Background: an optimization exercise with open tools, aiming at a short achievable clock period. Do not read the settings as production practice.
The flow treats the clock pin as an ideal source, which a real chip does not have.

Setup of alpha:
==> flow/design.v (excerpt) <==
module GPU(
    input gpu_clk,
    input rst,
    output reg h_sync,
    output reg v_sync,
    output reg color,
    output reg [8:0] address,
    input [639:0] data
    );
    reg [31:0] lo0, lo1, lo2, lo3, lo4;   
    reg [26:0] grp;                       
    reg        le;                        
    reg [8:0]  v;                         
    wire [31:0] lo_init = 32'd2;          
    always @(posedge gpu_clk) begin
        if (rst) begin
            lo0 <= lo_init;
            lo1 <= lo_init;
            lo2 <= lo_init;
            lo3 <= lo_init;
            lo4 <= lo_init;
            grp <= 27'd1;
            le <= 1'b0;
        end else begin
            if (le) begin
                lo0 <= lo_init;
                lo1 <= lo_init;
                lo2 <= lo_init;
                lo3 <= lo_init;
                lo4 <= lo_init;
                grp <= 27'd1;
            end else begin
                lo0 <= {lo0[30:0], lo0[31]};
                lo1 <= {lo1[30:0], lo1[31]};
                lo2 <= {lo2[30:0], lo2[31]};
                lo3 <= {lo3[30:0], lo3[31]};
                lo4 <= {lo4[30:0], lo4[31]};
                if (lo0[31])
                    grp <= {grp[25:0], 1'b0};
            end
            le <= grp[26] & lo0[8];       
        end
    end
    wire [639:0] sel = {lo4, lo4, lo4, lo4, lo3, lo3, lo3, lo3,
                        lo2, lo2, lo2, lo2, lo1, lo1, lo1, lo1,
                        lo0, lo0, lo0, lo0};
    wire [319:0] p_n;
    gpu_nand2 u_p0 (.a(data[1]), .b(sel[1]), .y(p_n[0]));
    genvar i;
    generate
        for (i = 1; i < 320; i = i + 1) begin : g_pair
            gpu_a22oi u (.a1(data[2*i]), .a2(sel[2*i]),
                         .b1(data[2*i+1]), .b2(sel[2*i+1]), .y(p_n[i]));
        end
    endgenerate
    wire [79:0] o8, o8_n;
    generate
        for (i = 0; i < 80; i = i + 1) begin : g_o8
            gpu_nand4 u (.a(p_n[4*i]), .b(p_n[4*i+1]), .c(p_n[4*i+2]),
                         .d(p_n[4*i+3]), .y(o8[i]));
            gpu_inv ui (.a(o8[i]), .y(o8_n[i]));
        end
    endgenerate
    wire [19:0] gate_n = ~grp[19:0] | {20{rst}};
    wire [19:0] o32, o32_n;
    generate
  ...
export LEC_CHECK = 0
export CAP_MARGIN = 20
export CORE_AREA = 4 4 196 196
export CTS_CLUSTER_DIAMETER = 120
export CTS_CLUSTER_SIZE = 18
export DIE_AREA = 0 0 200 200
export SETUP_SLACK_MARGIN = 1.5
export SLEW_MARGIN = 20
export SYNTH_HIERARCHICAL = 1
export SYNTH_MINIMUM_KEEP_SIZE = 0
create_clock -name core_clock -period 3.4 [get_ports {gpu_clk}]
standard.sh (not shown) runs the stock make flow with config.mk's settings and CLKGATE_MAP_FILE= SYNTH_SCRIPT=/design/flow/synth_recipe.tcl, a recipe that flattens the netlist after the stock synthesis.
==> flow/flow/run.sh <==
#!/bin/bash
# Standard ORFS layout with stronger port buffers, free cell sizing, data
# pins kept in order (flow/pre_io.tcl) and extra steps after CTS
# (flow/post_cts.tcl).
set -euo pipefail
bash standard.sh finish \
  "BUFFER_PORTS_ARGS=-buffer_cell sky130_fd_sc_hd__buf_4" \
  MATCH_CELL_FOOTPRINT=0 \
  SETUP_SLACK_MARGIN=2.5 \
  "PRE_IO_PLACEMENT_TCL=$PWD/flow/pre_io.tcl" \
  "POST_CTS_TCL=$PWD/flow/post_cts.tcl" \
  > run_make.log 2>&1
==> flow/flow/post_cts.tcl <==
# Extra steps after CTS: useful skew for the pixel-select registers and
# greedy sizing of the pixel path.
#
# Useful skew for the pixel-select registers (lo*): they launch the select
# lines of the pixel multiplexer, a register-to-register path into color.
# Give them a clock subtree of their own, straight from the clock port, so
# their clock arrives earlier than the balanced tree's.  Only lo registers
# move; they have no input or output port paths.
set blk [ord::get_db_block]
set db [ord::get_db]
set buf_master [$db findMaster sky130_fd_sc_hd__clkbuf_16]
set clk_net [$blk findNet gpu_clk]

proc centroid {insts} {
  set x 0; set y 0
  foreach i $insts { set l [$i getLocation]; set x [expr {$x + [lindex $l 0]}]; set y [expr {$y + [lindex $l 1]}] }
  set n [llength $insts]
  return [list [expr {int($x / $n)}] [expr {int($y / $n)}]]
}
# split a list of instances into groups of at most max by halving along the longer side
proc bisect {insts max} {
  if {[llength $insts] <= $max} { return [list $insts] }
  set xs {}; set ys {}
  foreach i $insts { set l [$i getLocation]; lappend xs [lindex $l 0]; lappend ys [lindex $l 1] }
  set dx [expr {[tcl::mathfunc::max {*}$xs] - [tcl::mathfunc::min {*}$xs]}]
  set dy [expr {[tcl::mathfunc::max {*}$ys] - [tcl::mathfunc::min {*}$ys]}]
  set k [expr {$dx >= $dy ? 0 : 1}]
  set sorted [lsort -command [list cmp_loc $k] $insts]
  set h [expr {[llength $sorted] / 2}]
  return [concat [bisect [lrange $sorted 0 [expr {$h - 1}]] $max] [bisect [lrange $sorted $h end] $max]]
}
proc cmp_loc {k a b} {
  set va [lindex [$a getLocation] $k]; set vb [lindex [$b getLocation] $k]
  return [expr {$va < $vb ? -1 : ($va > $vb ? 1 : 0)}]
}

set flops {}
foreach inst [$blk getInsts] {
  if {[regexp {^lo} [$inst getName]] && [[$inst getMaster] isSequential]} { lappend flops $inst }
}
puts "skew: [llength $flops] lo registers"

set old_leaf_nets {}
set leaves {}
set n 0
foreach grp [bisect $flops 16] {
  set b [odb::dbInst_create $blk $buf_master "clkbuf_lo_leaf_$n"]
  set net [odb::dbNet_create $blk "clknet_lo_leaf_$n"]
  $net setSigType CLOCK
  [$b findITerm X] connect $net
  foreach f $grp {
    set it [$f findITerm CLK]
    set on [$it getNet]
    if {$on ne "NULL"} { dict set old_leaf_nets [$on getName] 1 }
    $it disconnect
    $it connect $net
  }
  set c [centroid $grp]
  $b setLocation [lindex $c 0] [lindex $c 1]
  $b setPlacementStatus PLACED
  lappend leaves $b
  incr n
}
puts "skew: $n leaf buffers"

set m 0
foreach grp [bisect $leaves [expr {int(ceil($n / 2.0))}]] {
  set b [odb::dbInst_create $blk $buf_master "clkbuf_lo_mid_$m"]
  set net [odb::dbNet_create $blk "clknet_lo_mid_$m"]
  $net setSigType CLOCK
  [$b findITerm X] connect $net
  [$b findITerm A] connect $clk_net
  foreach l $grp { [$l findITerm A] connect $net }
  set c [centroid $grp]
  $b setLocation [lindex $c 0] [lindex $c 1]
  $b setPlacementStatus PLACED
  incr m
}
puts "skew: $m mid buffers"

# drop clock buffers of the balanced tree left without loads
set changed 1
while {$changed} {
  set changed 0
  foreach inst [$blk getInsts] {
    if {![string match "clkbuf_*" [$inst getName]] && ![string match "clkload*" [$inst getName]]} { continue }
    set x [$inst findITerm X]
    if {$x eq "NULL"} { continue }
    set on [$x getNet]
    if {$on eq "NULL"} { continue }
    set loads 0
    foreach it [$on getITerms] { if {[$it isInputSignal] || [$it getIoType] eq "INPUT"} { incr loads } }
    if {$loads == 0 && [llength [$on getBTerms]] == 0} {
      puts "skew: removing [$inst getName]"
      odb::dbInst_destroy $inst
      odb::dbNet_destroy $on
      set changed 1
    }
  }
}

estimate_parasitics -placement

# Greedy sizing of the cells on the worst paths into color: try each drive
# strength of each cell on those paths and keep the one that helps most.
proc size_variants {master_name} {
  if {![regexp {^(sky130_fd_sc_hd__[a-z0-9]+)_([0-9]+)$} $master_name -> base sz]} { return {} }
  set out {}
  foreach s {1 2 4 6 8 12 16} {
    set m [[ord::get_db] findMaster "${base}_$s"]
    if {$m ne "NULL"} { lappend out "${base}_$s" }
  }
  return $out
}
proc endpoint_slack {pin} {
  return [get_property [get_pins $pin] slack_max]
}
proc worst_color_slack {} {
  set p [find_timing_paths -to [get_pins color*/D] -sort_by_slack]
  return [get_property $p slack]
}
proc size_pass {} {
  set improved 0
  set paths [find_timing_paths -to [get_pins color*/D] -sort_by_slack -group_path_count 20 -endpoint_path_count 20 -unique_paths_to_endpoint]
  set cells {}
  foreach p $paths {
    foreach ref [get_property $p points] {
      set pin [get_property $ref pin]
      set inst [get_property $pin full_name]
      set c [get_cells -of_objects $pin]
      if {$c eq ""} continue
      set cn [get_full_name $c]
      if {[lsearch -exact $cells $cn] < 0} { lappend cells $cn }
    }
  }
  foreach cn $cells {
    set cell [get_cells $cn]
    set lc [get_property $cell ref_name]
    if {[string match "*df*" $lc] || [string match "*clkbuf*" $lc]} continue
    set vars [size_variants $lc]
    if {[llength $vars] < 2} continue
    set base [worst_color_slack]
    set best $lc; set bestv $base
    foreach v $vars {
      if {$v eq $lc} continue
      replace_cell $cell $v
      estimate_parasitics -placement
      set s [worst_color_slack]
      if {$s > $bestv + 0.0005} { set best $v; set bestv $s }
    }
    replace_cell $cell $best
    estimate_parasitics -placement
    if {$best ne $lc} { incr improved; puts "size: $cn $lc -> $best  [format %.3f $base] -> [format %.3f $bestv]" }
  }
  return $improved
}
for {set i 0} {$i < 3} {incr i} {
  set n [size_pass]
  puts "size: pass $i changed $n, color slack [format %.3f [worst_color_slack]]"
  if {$n == 0} break
}

detailed_placement
estimate_parasitics -placement
report_clock_min_period
report_worst_slack -max
report_worst_slack -min
==> flow/flow/pre_io.tcl <==
# Keep the data pins of each 128-pixel branch together and in order, so that
# each branch of the pixel-select tree sits by a stretch of the die edge.
for {set g 0} {$g < 5} {incr g} {
  set pins {}
  for {set i [expr {128 * $g}]} {$i < 128 * ($g + 1)} {incr i} { lappend pins [get_ports "data\[$i\]"] }
  set_io_pin_constraint -group -order -pin_names $pins
}
The log for alpha ends in 3_2_place_iop with error PPL-0039, so the run never completed.
Inputs modified between alpha and beta:
diff --git a/flow/flow/post_cts.tcl b/flow/flow/post_cts.tcl
--- a/flow/flow/post_cts.tcl
+++ b/flow/flow/post_cts.tcl
@@ -104,4 +104,10 @@
 # Greedy sizing of the cells on the worst paths into color: try each drive
 # strength of each cell on those paths and keep the one that helps most.
+# Wire loads are estimated from a trial global route, which is closer to
+# the routed layout than the placement estimate; the flow's own global
+# route runs again afterwards.
+source $::env(FASTROUTE_TCL)
+global_route -allow_congestion
+estimate_parasitics -global_routing
 proc size_variants {master_name} {
   if {![regexp {^(sky130_fd_sc_hd__[a-z0-9]+)_([0-9]+)$} $master_name -> base sz]} { return {} }
@@ -145,10 +151,10 @@
       if {$v eq $lc} continue
       replace_cell $cell $v
-      estimate_parasitics -placement
+      estimate_parasitics -global_routing
       set s [worst_color_slack]
       if {$s > $bestv + 0.0005} { set best $v; set bestv $s }
     }
     replace_cell $cell $best
-    estimate_parasitics -placement
+    estimate_parasitics -global_routing
     if {$best ne $lc} { incr improved; puts "size: $cn $lc -> $best  [format %.3f $base] -> [format %.3f $bestv]" }
   }
==> flow/flow/pre_io.tcl <==
# Keep the data pins of each 32-pixel group together and in order, so that
# each branch of the pixel-select tree sits by a stretch of the die edge.
for {set g 0} {$g < 20} {incr g} {
  set pins {}
  for {set i [expr {32 * $g}]} {$i < 32 * ($g + 1)} {incr i} { lappend pins [get_ports "data\[$i\]"] }
  set_io_pin_constraint -group -order -pin_names $pins
}
### Flow results
The runs compared here, alpha and beta, all ended either early or with open violations. Flow for alpha halted at 3_2_place_iop, error code PPL-0039. 4_1_cts: beta exited with error. beta vs. alpha: number of enable flip-flop cells after synthesis comparable; instance count of the mapped netlist roughly the same. Comparing alpha against beta, there is no change at all in adder-cell share of the synthesized area. Synthesized area delta (alpha -> beta): insignificant.
No functional check of the RTL was part of any run of this note.
